This is an optimization exercise on Yosys and OpenROAD, whose aim is small area, not a production implementation. Function was checked by simulation only, so behaviour that the tests miss may differ from the original. Power figures rest on the tool's default switching activity, not on a simulated workload.

Design top_UART, start of the top module:
module top_UART (
	input  clk,
	input  rst,
	input  [8-1:0] status,
	input  [8-1:0] ram_dout,
	input  rx,
	output tx,
	output reg ram_we,
	output reg [8-1:0] ram_din,
	output reg [16-1:0] ram_addr,
	output reg [8-1:0] command
);
localparam [2:0] R_IDLE = 3'd0, R_START = 3'd1, R_READ = 3'd2, R_STOP = 3'd3,
                 R_RECV = 3'd4, R_ERR = 3'd5, R_WAIT1 = 3'd6, R_WAIT2 = 3'd7;
reg [2:0] rs;        
reg [9:0] rc;        
reg [8:1] rsr;       
wire r_ev_half = rc == 10'b0110001110;    
wire r_ev_bit  = rc == 10'b1100011010;    
wire r_ev_bit1 = rc == 10'b1110001101;    
wire received = rs == R_RECV;
wire [7:0] rx_byte = rsr;
always @(posedge clk) begin
	if (rst)
		rs <= R_IDLE;
	else case (rs)
		R_IDLE:  if (!rx) rs <= R_START;
		R_START: if (r_ev_half) rs <= rx ? R_ERR : R_READ;
		R_READ:  if (r_ev_bit && rsr[1]) rs <= R_STOP;
		R_STOP:  if (r_ev_bit) rs <= rx ? R_RECV : R_ERR;
		R_RECV:  rs <= R_IDLE;
		R_ERR:   rs <= R_WAIT1;
		R_WAIT1: if (r_ev_bit) rs <= R_WAIT2;
		R_WAIT2: if (r_ev_bit1) rs <= R_IDLE;
	endcase
end
always @(posedge clk) begin
	if (rs == R_IDLE || rs == R_ERR || (rs == R_START && r_ev_half) ||
	    ((rs == R_READ || rs == R_STOP || rs == R_WAIT1) && r_ev_bit))
		rc <= 10'd0;
	else
		rc <= {rc[8:0], ~(rc[9] ^ rc[6])};
	if (rs == R_START)
		rsr <= 8'h80;
	else if (rs == R_READ && r_ev_bit)
		rsr <= {rx, rsr[8:2]};
end
localparam [3:0] T_IDLE = 4'd2, T_START = 4'd7;
reg [3:0] tp;
reg [9:0] tc;        
reg [7:0] tb;        
reg       t1;        
wire is_tx  = tp != T_IDLE;
wire t_ev   = tc == 10'b1100011010;       
assign tx = tp[3] ? tb[tp[2:0]] : tp != T_START;
always @(posedge clk) begin
	if (rst)
		tp <= T_IDLE;
	else if (!is_tx) begin
		if (t1) tp <= T_START;
	end else if (t_ev)
		tp <= tp + 1'b1;
	if (!is_tx || t_ev)
		tc <= 10'd0;
	else
		tc <= {tc[8:0], ~(tc[9] ^ tc[6])};
end
localparam [3:0] IDLE = 4'd0, CHK_HEAD = 4'd1, WR_COMMAND = 4'd2, SND_PKT = 4'd3,
                 SND_HEAD = 4'd4, TRANS = 4'd5, WR_MEMORY = 4'd6, RD_MEMORY = 4'd7,
                 CALC_LNA = 4'd8,    
  ...
For scale: ~610 cells after synthesis, roughly 120 flip-flops, roughly 5600 sq um of cells after synthesis.
clock: 5.0 ns
lec_check: 0
abc_area: 1
cap_margin: 20
core_margin: 2
core_utilization: 40
slew_margin: 20
standard.sh (not shown) runs the stock make flow with config.mk's settings and CLKGATE_MAP_FILE= SYNTH_SCRIPT=/design/flow/synth_recipe.tcl, a recipe that flattens the netlist after the stock synthesis.
==> flow/flow/run.sh <==
#!/bin/bash
# Layout flow: the standard ORFS flow (standard.sh) with three changes:
#  - synthesis maps the logic with an area-oriented ABC script (abc_area.script
#    beside this file, used through ABC_AREA=1 from config.mk); registers and
#    everything else in synthesis are as in the standard flow;
#  - each port gets a sky130_fd_sc_hd__buf_1 as its port buffer;
#  - the clock tree is built from small clock buffers, without dummy loads.
# The ORFS scripts are used from a copy in the work folder that differs only
# in abc_area.script. All tool output goes to standard.log in the work folder.
set -euo pipefail
here=$(pwd)
rm -rf "$here/orfs_scripts"
cp -r "$FLOW_HOME/scripts" "$here/orfs_scripts"
cp "$here/flow/abc_area.script" "$here/orfs_scripts/abc_area.script"
export SCRIPTS_DIR="$here/orfs_scripts"
export BUFFER_PORTS_ARGS="-buffer_cell sky130_fd_sc_hd__buf_1"
export CTS_ARGS="-sink_clustering_enable -repair_clock_nets -buf_list sky130_fd_sc_hd__clkbuf_4 -root_buf sky130_fd_sc_hd__clkbuf_8 -dont_use_dummy_load"
bash standard.sh > standard.log 2>&1
==> flow/flow/abc_area.script <==
strash
dch -f
map -a
strash
dch -f
amap
topo
The baseline went through all stages and came out clean.
Rerun with:
--- a/flow/flow/run.sh
+++ b/flow/flow/run.sh
@@ -15,4 +15,4 @@
 export SCRIPTS_DIR="$here/orfs_scripts"
 export BUFFER_PORTS_ARGS="-buffer_cell sky130_fd_sc_hd__buf_1"
-export CTS_ARGS="-sink_clustering_enable -repair_clock_nets -buf_list sky130_fd_sc_hd__clkbuf_4 -root_buf sky130_fd_sc_hd__clkbuf_8 -dont_use_dummy_load"
+export CTS_ARGS="-sink_clustering_enable -repair_clock_nets -buf_list sky130_fd_sc_hd__clkbuf_8 -root_buf sky130_fd_sc_hd__clkbuf_8 -sink_clustering_size 24 -dont_use_dummy_load"
 bash standard.sh > standard.log 2>&1
The changed run finished clean; wire length hardly moves; register-to-register slack hardly moves; combinational power hardly moves; total power rose by a few percent.

* * *

Another version of the RTL of top_UART (not shown whole).
Size in the first run: ~630 cells after synthesis, ~53 I/O pins, about 6400 um2 of cells after synthesis.
export LEC_CHECK = 0
export CAP_MARGIN = 20
export CORE_MARGIN = 2
export CORE_UTILIZATION = 40
export CTS_BUF_LIST = sky130_fd_sc_hd__clkbuf_4
export CTS_CLUSTER_DIAMETER = 60
export CTS_CLUSTER_SIZE = 20
export SLEW_MARGIN = 20
create_clock -name core_clock -period 5.0 [get_ports {clk}]
run.sh (not shown) runs the stock make flow with config.mk's settings and CLKGATE_MAP_FILE= SYNTH_SCRIPT=/design/flow/synth_recipe.tcl, a recipe that flattens the netlist after the stock synthesis.
Stock flow here: none of the scripts above is used.
Next try:
CTS_BUF_LIST = not set   (was sky130_fd_sc_hd__clkbuf_4)
CTS_CLUSTER_DIAMETER = not set   (was 60)
CTS_CLUSTER_SIZE = not set   (was 20)
What happened:
- final area goes up by a few percent
- synthesized area stays the same
- sequential power hardly moves
- final cell count stays flat
- global-route usage hardly moves
- hold slack got worse by 0.0080 ns
Next try:
CORE_UTILIZATION = 55   (was 40)
CTS_BUF_LIST = sky130_fd_sc_hd__clkbuf_2 sky130_fd_sc_hd__clkbuf_4   (was not set)
Effect: The changed run finished with timing, DRC and antenna clean; power fell by about 20%; routed wire length drops by 7.5%; worst setup slack improves by 0.063 ns.

[port drivers added, routing unchanged]
How much do the figures lean on ideal ports? The routed layouts below were timed once more, with nothing changed but the port constraints. Step 1 sets driving cells, clkbuf_16 on the clock port and buf_2 on the other inputs (assumed; they add their load-dependent delay and slew). Step 2, shift: input delay + t, output delay - t, t = (earliest + latest rising clock arrival at the registers) / 2. This alone moves slack from input paths to output paths. Three values: ideal, step 1, step 2; two values: the first two.
| run | t, ns | setup slack, ns | hold slack, ns | clock arrival spread, ns | worst slew at a driven data input, ns |
|---|---|---|---|---|---|
| the first run of note 1 | 0.447 | 0.179 / 0.179 / 0.179 | 0.419 / 0.419 / 0.419 | 0.033 / 0.033 | 0.05 |
| the second run of note 1 | 0.464 | 0.179 / 0.179 / 0.179 | 0.416 / 0.416 / 0.416 | 0.022 / 0.022 | 0.05 |
| the first run of note 2 | 0.565 | 0.179 / 0.179 / 0.179 | 0.463 / 0.463 / 0.463 | 0.024 / 0.024 | 0.03 |
| the second run of note 2 | 0.454 | 0.198 / 0.198 / 0.198 | 0.455 / 0.455 / 0.455 | 0.014 / 0.015 | 0.03 |
| the third run of note 2 | 0.579 | 0.261 / 0.261 / 0.261 | 0.460 / 0.460 / 0.460 | 0.017 / 0.016 | 0.03 |
After both steps setup and hold are still met in every run listed.
